Background: an optimization exercise with open tools, aiming at small area, a short achievable clock period and few clock cycles per item. Do not read the settings as production practice.
Only simulation tests tie the RTL to the original design; equivalence was not proved.

==> flow/design.v (excerpt) <==
module mult_ex #(
    parameter WIDTH = 32
) (
    input  logic            clk,
    input  logic            rst_n,
    input  logic[WIDTH-1:0] a,
    input  logic[WIDTH-1:0] b,
    output logic[WIDTH-1:0] lo,
    output logic[WIDTH-1:0] hi,
    input  logic           valid_in,
    output logic           ready_out,
    output logic           valid_out,
    input  logic           ready_in
);
logic v0, v1, head_v, sk, rdy;
logic st;
logic [WIDTH-1:0] a_r, skid_a, skid_b, a_m, b_m;
logic [63:0] res, head;
logic [16:0] e_one, e_two, e_neg;
logic [16:0] n_one, n_two, n_neg;
logic pp1;
logic pp2;
logic pp3;
logic pp4;
logic pp5;
logic pp6;
logic pp7;
logic pp8;
logic pp9;
logic pp10;
logic pp11;
logic pp12;
logic pp13;
logic pp14;
logic pp15;
logic pp16;
logic pp17;
logic pp18;
logic pp19;
logic pp20;
logic pp21;
logic pp22;
logic pp23;
logic pp24;
logic pp25;
logic pp26;
logic pp27;
logic pp28;
logic pp29;
logic pp30;
logic pp31;
logic pp32;
logic pp33;
logic ns34;
logic pp35;
logic pp36;
logic pp37;
logic pp38;
logic pp39;
logic pp40;
logic pp41;
logic pp42;
logic pp43;
logic pp44;
logic pp45;
logic pp46;
logic pp47;
logic pp48;
logic pp49;
logic pp50;
logic pp51;
logic pp52;
logic pp53;
logic pp54;
logic pp55;
logic pp56;
logic pp57;
logic pp58;
logic pp59;
logic pp60;
logic pp61;
logic pp62;
logic pp63;
logic pp64;
logic pp65;
logic pp66;
logic pp67;
logic ns68;
logic pp69;
logic pp70;
logic pp71;
logic pp72;
logic pp73;
logic pp74;
logic pp75;
logic pp76;
logic pp77;
logic pp78;
logic pp79;
logic pp80;
logic pp81;
logic pp82;
logic pp83;
logic pp84;
logic pp85;
logic pp86;
logic pp87;
logic pp88;
logic pp89;
logic pp90;
logic pp91;
logic pp92;
logic pp93;
logic pp94;
logic pp95;
logic pp96;
logic pp97;
logic pp98;
logic pp99;
logic pp100;
logic pp101;
logic ns102;
logic pp103;
logic pp104;
logic pp105;
logic pp106;
logic pp107;
logic pp108;
logic pp109;
logic pp110;
logic pp111;
logic pp112;
logic pp113;
logic pp114;
logic pp115;
logic pp116;
logic pp117;
logic pp118;
logic pp119;
logic pp120;
logic pp121;
logic pp122;
logic pp123;
logic pp124;
logic pp125;
logic pp126;
logic pp127;
logic pp128;
logic pp129;
logic pp130;
logic pp131;
logic pp132;
logic pp133;
logic pp134;
logic pp135;
logic ns136;
logic pp137;
logic pp138;
logic pp139;
logic pp140;
logic pp141;
logic pp142;
logic pp143;
logic pp144;
logic pp145;
logic pp146;
  ...
For scale: ~390 flip-flops, roughly 130 I/O pins.
Settings: LEC_CHECK=0, ABC_CLOCK_PERIOD_IN_PS=3000, CAP_MARGIN=20, CORE_MARGIN=2, CORE_UTILIZATION=55, SLEW_MARGIN=20; clock period 11.0 ns.
standard.sh (not shown) runs the stock make flow with config.mk's settings and CLKGATE_MAP_FILE= SYNTH_SCRIPT=/design/flow/synth_recipe.tcl, a recipe that flattens the netlist after the stock synthesis.
==> flow/flow/run.sh <==
#!/bin/bash
set -euo pipefail
sed '1s/-noshare /-noshare -noabc /' synth_recipe.tcl > flow_synth.tcl
grep -q -- '-noabc' flow_synth.tcl
bash standard.sh SYNTH_SCRIPT="$PWD/flow_synth.tcl" \
    "BUFFER_PORTS_ARGS=-buffer_cell sky130_fd_sc_hd__buf_4" \
    MATCH_CELL_FOOTPRINT=0 SETUP_SLACK_MARGIN=7.3 finish > standard_flow.log 2>&1
Testbench counts at the start, summed over its fixed seeds: cycles 2,072, items 2,048.
Rerun with:
--- a/flow/flow/run.sh
+++ b/flow/flow/run.sh
@@ -6,2 +6,2 @@
     "BUFFER_PORTS_ARGS=-buffer_cell sky130_fd_sc_hd__buf_4" \
-    MATCH_CELL_FOOTPRINT=0 SETUP_SLACK_MARGIN=7.3 finish > standard_flow.log 2>&1
+    MATCH_CELL_FOOTPRINT=0 SETUP_SLACK_MARGIN=7.0 finish > standard_flow.log 2>&1
- CORE_UTILIZATION: 55 -> 40
Result:
- worst hold slack barely changes
- utilization shrinks by 17 points
- wire length grows by about 1.3%
- global-route usage shrinks by 9.1 points
- via count barely changes
- setup slack gets worse by 220 ps
- cell count grows by 7.7%
- maximum frequency shrinks by about 5.4%
- area after synthesis is unchanged
- non-clock buffer count shrinks by 20


mult_ex again, from the RTL that the note above started with.
## mult_ex
module mult_ex #(
    parameter WIDTH = 32
) (
    input  logic            clk,
    input  logic            rst_n,
    input  logic[WIDTH-1:0] a,
    input  logic[WIDTH-1:0] b,
    output logic[WIDTH-1:0] lo,
    output logic[WIDTH-1:0] hi,
    input  logic           valid_in,
    output logic           ready_out,
    output logic           valid_out,
    input  logic           ready_in
);
logic v0, v1, head_v, sk, rdy;
logic st;
logic [WIDTH-1:0] a_r, skid_a, skid_b, a_m, b_m;
logic [63:0] res, head;
logic [16:0] e_one, e_two, e_neg;
logic [16:0] n_one, n_two, n_neg;
logic pp1;
logic pp2;
logic pp3;
logic pp4;
logic pp5;
logic pp6;
logic pp7;
logic pp8;
logic pp9;
logic pp10;
logic pp11;
logic pp12;
logic pp13;
logic pp14;
logic pp15;
logic pp16;
logic pp17;
logic pp18;
logic pp19;
logic pp20;
logic pp21;
logic pp22;
logic pp23;
logic pp24;
logic pp25;
logic pp26;
logic pp27;
logic pp28;
logic pp29;
logic pp30;
logic pp31;
logic pp32;
logic pp33;
logic ns34;
logic pp35;
logic pp36;
logic pp37;
logic pp38;
logic pp39;
logic pp40;
logic pp41;
logic pp42;
logic pp43;
logic pp44;
logic pp45;
logic pp46;
logic pp47;
logic pp48;
logic pp49;
logic pp50;
logic pp51;
logic pp52;
logic pp53;
logic pp54;
logic pp55;
logic pp56;
logic pp57;
logic pp58;
logic pp59;
logic pp60;
logic pp61;
logic pp62;
logic pp63;
logic pp64;
logic pp65;
logic pp66;
logic pp67;
logic ns68;
logic pp69;
logic pp70;
logic pp71;
logic pp72;
logic pp73;
logic pp74;
logic pp75;
logic pp76;
logic pp77;
logic pp78;
logic pp79;
logic pp80;
logic pp81;
logic pp82;
logic pp83;
logic pp84;
logic pp85;
logic pp86;
logic pp87;
logic pp88;
logic pp89;
logic pp90;
logic pp91;
logic pp92;
logic pp93;
logic pp94;
logic pp95;
logic pp96;
logic pp97;
logic pp98;
logic pp99;
logic pp100;
logic pp101;
logic ns102;
logic pp103;
logic pp104;
logic pp105;
logic pp106;
logic pp107;
logic pp108;
logic pp109;
logic pp110;
logic pp111;
logic pp112;
logic pp113;
logic pp114;
logic pp115;
logic pp116;
logic pp117;
logic pp118;
logic pp119;
logic pp120;
logic pp121;
logic pp122;
logic pp123;
logic pp124;
logic pp125;
logic pp126;
  ...
Settings: LEC_CHECK=0, ABC_CLOCK_PERIOD_IN_PS=3000, CAP_MARGIN=20, CORE_MARGIN=2, CORE_UTILIZATION=65, SLEW_MARGIN=20; clock period 11.0 ns.
==> flow/flow/run.sh <==
#!/bin/bash
set -euo pipefail
sed '1s/-noshare /-noshare -noabc /' synth_recipe.tcl > flow_synth.tcl
grep -q -- '-noabc' flow_synth.tcl
bash standard.sh SYNTH_SCRIPT="$PWD/flow_synth.tcl" \
    "BUFFER_PORTS_ARGS=-buffer_cell sky130_fd_sc_hd__buf_4" \
    MATCH_CELL_FOOTPRINT=0 SETUP_SLACK_MARGIN=7.3 finish > standard_flow.log 2>&1
Testbench counts at the start, summed over its fixed seeds: cycles 2,072, items 2,048.
Edit:
==> flow/flow/run.sh (replaced) <==
#!/bin/bash
set -euo pipefail
sed '1s/-noshare /-noshare -noabc /' synth_recipe.tcl > flow_synth.tcl
grep -q -- '-noabc' flow_synth.tcl
bash standard.sh SYNTH_SCRIPT="$PWD/flow_synth.tcl" \
    "BUFFER_PORTS_ARGS=-buffer_cell sky130_fd_sc_hd__buf_2" \
    MATCH_CELL_FOOTPRINT=0 SETUP_SLACK_MARGIN=7.4 finish > standard_flow.log 2>&1
CORE_UTILIZATION = 55   (was 65)
Result: Wire length went up by 1.6%. Non-clock buffer count went up by 15. Setup slack degrades by 0.012 ns. Cell count went up by 4.8%. Sequential share of layout area went down by 0.25 points. Worst hold slack stays flat. First-iteration DRC count went down by 22%. Cell area went up by 0.91%. Utilization went down by 11 points.
Edit:
==> flow/flow/run.sh (replaced) <==
#!/bin/bash
set -euo pipefail
sed '1s/-noshare /-noshare -noabc /' synth_recipe.tcl > flow_synth.tcl
grep -q -- '-noabc' flow_synth.tcl
bash standard.sh SYNTH_SCRIPT="$PWD/flow_synth.tcl" \
    "BUFFER_PORTS_ARGS=-buffer_cell sky130_fd_sc_hd__buf_2" \
    MATCH_CELL_FOOTPRINT=0 SETUP_SLACK_MARGIN=7.3 finish > standard_flow.log 2>&1
PLACE_DENSITY = 0.75   (was unset)
=>
- setup slack is worse by 0.077 ns
- routed wire length fell by 1.4%
- synthesized cell count is unchanged
Edit:
CTS_BUF_LIST = sky130_fd_sc_hd__clkbuf_8   (was unset)
PLACE_DENSITY = unset   (was 0.75)
Result: Area after synthesis does not change. Utilization falls by 0.49 points. Synthesized cell count stays the same. First-iteration DRC count fell by 22%.


## 12-19
mult_ex again, from the RTL that the note above started with.
Settings: LEC_CHECK=0, ABC_CLOCK_PERIOD_IN_PS=3000, CAP_MARGIN=20, CORE_MARGIN=2, CORE_UTILIZATION=55, CTS_CLUSTER_DIAMETER=100, CTS_CLUSTER_SIZE=30, SLEW_MARGIN=20; clock period 11.0 ns.
==> flow/flow/run.sh <==
#!/bin/bash
set -euo pipefail
sed '1s/-noshare /-noshare -noabc /' synth_recipe.tcl > flow_synth.tcl
grep -q -- '-noabc' flow_synth.tcl
bash standard.sh SYNTH_SCRIPT="$PWD/flow_synth.tcl" \
    "BUFFER_PORTS_ARGS=-buffer_cell sky130_fd_sc_hd__buf_4" \
    MATCH_CELL_FOOTPRINT=0 SETUP_SLACK_MARGIN=7.3 finish > standard_flow.log 2>&1
Testbench counts of 12-19, summed over its fixed seeds: cycles 2,072, items 2,048.
Input changes introduced in 02-05 (baseline for comparison: 12-19):
- CORE_UTILIZATION: 55 -> 40
- CTS_CLUSTER_SIZE: 30 -> unset
- CTS_CLUSTER_DIAMETER: 100 -> unset
--- a/flow/flow/run.sh
+++ b/flow/flow/run.sh
@@ -5,3 +5,3 @@
 bash standard.sh SYNTH_SCRIPT="$PWD/flow_synth.tcl" \
     "BUFFER_PORTS_ARGS=-buffer_cell sky130_fd_sc_hd__buf_4" \
-    MATCH_CELL_FOOTPRINT=0 SETUP_SLACK_MARGIN=7.3 finish > standard_flow.log 2>&1
+    MATCH_CELL_FOOTPRINT=0 SETUP_SLACK_MARGIN=7.6 finish > standard_flow.log 2>&1
The well tap count of 02-05 exceeds that of 12-19 by 310. Number of buffers inserted during clock tree synthesis: 02-05 > 12-19. 02-05 ended with more largest stage delay on the critical path than 12-19. Diff 12-19 and 02-05: met3 global-route usage higher in 12-19. 02-05 vs 12-19 on relative area change from synthesis to final layout: 02-05 is the higher one. Note that the wire length of the first global-routing pass recorded for 02-05 amounts to 1.08 times the value seen in 12-19. The setup slack of 02-05 is smaller than that of 12-19. Between 12-19 and 02-05, wire length is higher for 02-05, 12-19 comes in under that.

==> separate check: timing with driven ports <==
In the flow no input, the clock included, has a driving cell. The finished layouts below were timed again as built, in two steps. Step 1 assumes that a clkbuf_16 drives the clock port and a buf_2 every other input. Step 2 times the ports against the registers' clock, not the clock port: input delays grow and output delays shrink by t, the midpoint of the rising clock arrivals with the driver on. Three values: ideal, step 1, step 2; two values: the first two.
| run | t (ns) | setup WS [ns] | hold slack, ns | latest minus earliest clock arrival (ns) |
|---|---|---|---|---|
| the first run of note 1 | 0.643 | 7.228 / 7.228 / 7.093 | 0.469 / 0.469 / 0.469 | 0.022 / 0.022 |
| the second run of note 1 | 0.663 | 7.011 / 7.011 / 6.673 | 0.471 / 0.471 / 0.471 | 0.027 / 0.027 |
| the first run of note 2 | 0.637 | 7.174 / 7.174 / 6.933 | 0.473 / 0.473 / 0.473 | 0.025 / 0.025 |
| the second run of note 2 | 0.636 | 7.162 / 7.162 / 6.992 | 0.471 / 0.471 / 0.471 | 0.026 / 0.026 |
| the third run of note 2 | 0.642 | 7.085 / 7.085 / 6.844 | 0.470 / 0.470 / 0.470 | 0.031 / 0.030 |
| the fourth run of note 2 | 0.718 | 7.201 / 7.201 / 6.747 | 0.473 / 0.473 / 0.473 | 0.062 / 0.062 |
| 12-19 | 0.639 | 7.171 / 7.171 / 7.128 | 0.482 / 0.482 / 0.482 | 0.038 / 0.038 |
| 02-05 | 0.651 | 7.068 / 7.068 / 7.068 | 0.476 / 0.476 / 0.476 | 0.020 / 0.021 |
After both steps setup and hold are still met in every run listed. The setup slack of the fourth run of note 2, which loses most, moves by 0.000 ns with the drivers and by -0.454 ns with both steps.
